This design comes from an exercise in tuning for small area on the open sky130 flow, not from production work. In this exercise RTL edits were held to simulation tests only and were not proved equivalent to the original. Power is estimated from default activity; no workload was simulated.

Design fir, start of the top module:
module fir(clk, din, reset, dout);
input clk;
input signed [7:0] din;
input reset;
output signed [15:0] dout;
reg [7:0] x1;
reg [7:0] x2;
reg [7:0] x3;
reg [7:0] x4;
reg [7:0] x5;
reg [7:0] x6;
reg [7:0] x7;
reg [7:0] x8;
reg [7:0] x9;
reg [7:0] x10;
reg [7:0] x11;
reg [7:0] x12;
wire rst_n = ~reset;
wire [7:0] d1;
an r1 (.a(rst_n), .b(din[0]), .y(d1[0]));
an r2 (.a(rst_n), .b(din[1]), .y(d1[1]));
an r3 (.a(rst_n), .b(din[2]), .y(d1[2]));
an r4 (.a(rst_n), .b(din[3]), .y(d1[3]));
an r5 (.a(rst_n), .b(din[4]), .y(d1[4]));
an r6 (.a(rst_n), .b(din[5]), .y(d1[5]));
an r7 (.a(rst_n), .b(din[6]), .y(d1[6]));
an r8 (.a(rst_n), .b(din[7]), .y(d1[7]));
wire [7:0] d2;
nd r9 (.a(rst_n), .b(x1[0]), .y(d2[0]));
nd r10 (.a(rst_n), .b(x1[1]), .y(d2[1]));
nd r11 (.a(rst_n), .b(x1[2]), .y(d2[2]));
nd r12 (.a(rst_n), .b(x1[3]), .y(d2[3]));
nd r13 (.a(rst_n), .b(x1[4]), .y(d2[4]));
nd r14 (.a(rst_n), .b(x1[5]), .y(d2[5]));
nd r15 (.a(rst_n), .b(x1[6]), .y(d2[6]));
an r16 (.a(rst_n), .b(x1[7]), .y(d2[7]));
wire [7:0] d3;
nr r17 (.a(reset), .b(x2[0]), .y(d3[0]));
nr r18 (.a(reset), .b(x2[1]), .y(d3[1]));
  ...
Size in the first run: ~450 cells after synthesis, roughly 110 flip-flops, about 0.0059 mm² of cells after synthesis.
Settings: LEC_CHECK=0, CAP_MARGIN=20, CORE_MARGIN=2, CORE_UTILIZATION=75, CTS_BUF_LIST=sky130_fd_sc_hd__clkbuf_4 sky130_fd_sc_hd__clkbuf_8, GPL_ROUTABILITY_DRIVEN=0, GPL_TIMING_DRIVEN=0, PLACE_DENSITY=0.85, SLEW_MARGIN=20, SYNTH_HIERARCHICAL=1, SYNTH_MINIMUM_KEEP_SIZE=0; clock period 6.5 ns.
standard.sh (not shown) runs the stock make flow with config.mk's settings and CLKGATE_MAP_FILE= SYNTH_SCRIPT=/design/flow/synth_recipe.tcl, a recipe that flattens the netlist after the stock synthesis.
==> flow/flow/run.sh <==
#!/bin/bash
# Layout flow: the standard flow (standard.sh, unchanged synthesis), with
# the ports buffered by the smallest buffer and no dummy loads on the clock tree.
set -euo pipefail
bash standard.sh \
  BUFFER_PORTS_ARGS="-buffer_cell sky130_fd_sc_hd__buf_1" \
  CTS_ARGS="-sink_clustering_enable -repair_clock_nets -buf_list {sky130_fd_sc_hd__clkbuf_4 sky130_fd_sc_hd__clkbuf_8} -dont_use_dummy_load" \
  finish > flow.log 2>&1
The first run completed and failed the layout checks on negative setup slack.
Change:
==> flow/flow/run.sh (replaced) <==
#!/bin/bash
# Layout flow: the standard flow (standard.sh, unchanged synthesis), with
# the ports buffered by the smallest buffer and no dummy loads on the clock tree.
set -euo pipefail
bash standard.sh \
  BUFFER_PORTS_ARGS="-buffer_cell sky130_fd_sc_hd__buf_1" \
  CTS_ARGS="-sink_clustering_enable -sink_clustering_size 30 -sink_clustering_max_diameter 200 -sink_clustering_levels 1 -repair_clock_nets -buf_list {sky130_fd_sc_hd__clkbuf_8} -dont_use_dummy_load" \
  finish > flow.log 2>&1
Settings changed: CORE_UTILIZATION 75 to 60, PLACE_DENSITY 0.85 to 0.7.
Now the flow finished with timing, DRC and antenna clean. Count of clock-buffer cells in the layout does not change. Wire length shrinks by 36%. Design area shrinks by 1.8%. Maximum frequency grows by 6.7%.
Change:
==> flow/flow/run.sh (replaced) <==
#!/bin/bash
# Layout flow: the standard flow (standard.sh, unchanged synthesis), with
# the ports buffered by the smallest buffer and no dummy loads on the clock tree.
set -euo pipefail
bash standard.sh \
  BUFFER_PORTS_ARGS="-buffer_cell sky130_fd_sc_hd__buf_1" \
  CTS_ARGS="-sink_clustering_enable -repair_clock_nets -buf_list {sky130_fd_sc_hd__clkbuf_4 sky130_fd_sc_hd__clkbuf_8} -dont_use_dummy_load" \
  finish > flow.log 2>&1
Settings changed: CORE_UTILIZATION 60 to 70, PLACE_DENSITY 0.7 to 0.8.
The new run finished clean.
Global-route usage is higher by 5.0 points.
Non-clock buffer count shrinks by 2.
Critical path depth is unchanged.
Via count grows by 5.5%.
Power increases by 5.2%.
Routed wire length is higher by 10%.
Change:
Settings changed: CORE_UTILIZATION 70 to 60, PLACE_DENSITY 0.8 to 0.7.
Effect: Power fell by a few percent. Cell area rose slightly. Global-route usage fell by 5.0 points. Synthesized area is unchanged. Critical path depth does not change. Wire length fell by roughly a tenth. Flip-flop and latch count is unchanged. Count of clock-buffer cells in the layout stays the same. Sequential power stays flat. Via count fell by a few percent.

[what the ideal ports hide]
How much do the figures lean on ideal ports? The routed layouts below were timed once more, with nothing changed but the port constraints. Step 1 sets driving cells, clkbuf_16 on the clock port and buf_2 on the other inputs (assumed; they add their load-dependent delay and slew). Step 2 times the ports against the registers' clock, not the clock port: input delays grow and output delays shrink by t, the midpoint of the rising clock arrivals with the driver on. a / b / c = no drivers / after step 1 / after step 2; a / b = the first two.
run	t, ns	slack for setup (ns)	hold slack, ns	clock arrival spread, ns	pins driven straight from the clock port
the first run	0.382	-0.241 / -0.241 / -0.325	0.388 / 0.388 / 0.388	0.042 / 0.042	1
the second run	0.409	0.184 / 0.184 / -0.047	0.380 / 0.380 / 0.380	0.018 / 0.018	1
the third run	0.390	0.160 / 0.160 / -0.037	0.374 / 0.374 / 0.374	0.039 / 0.038	1
the fourth run	0.409	0.184 / 0.184 / -0.047	0.380 / 0.380 / 0.380	0.018 / 0.018	1
With both steps, setup timing fails in the second run, the third run and the fourth run, where it was met with ideal ports.
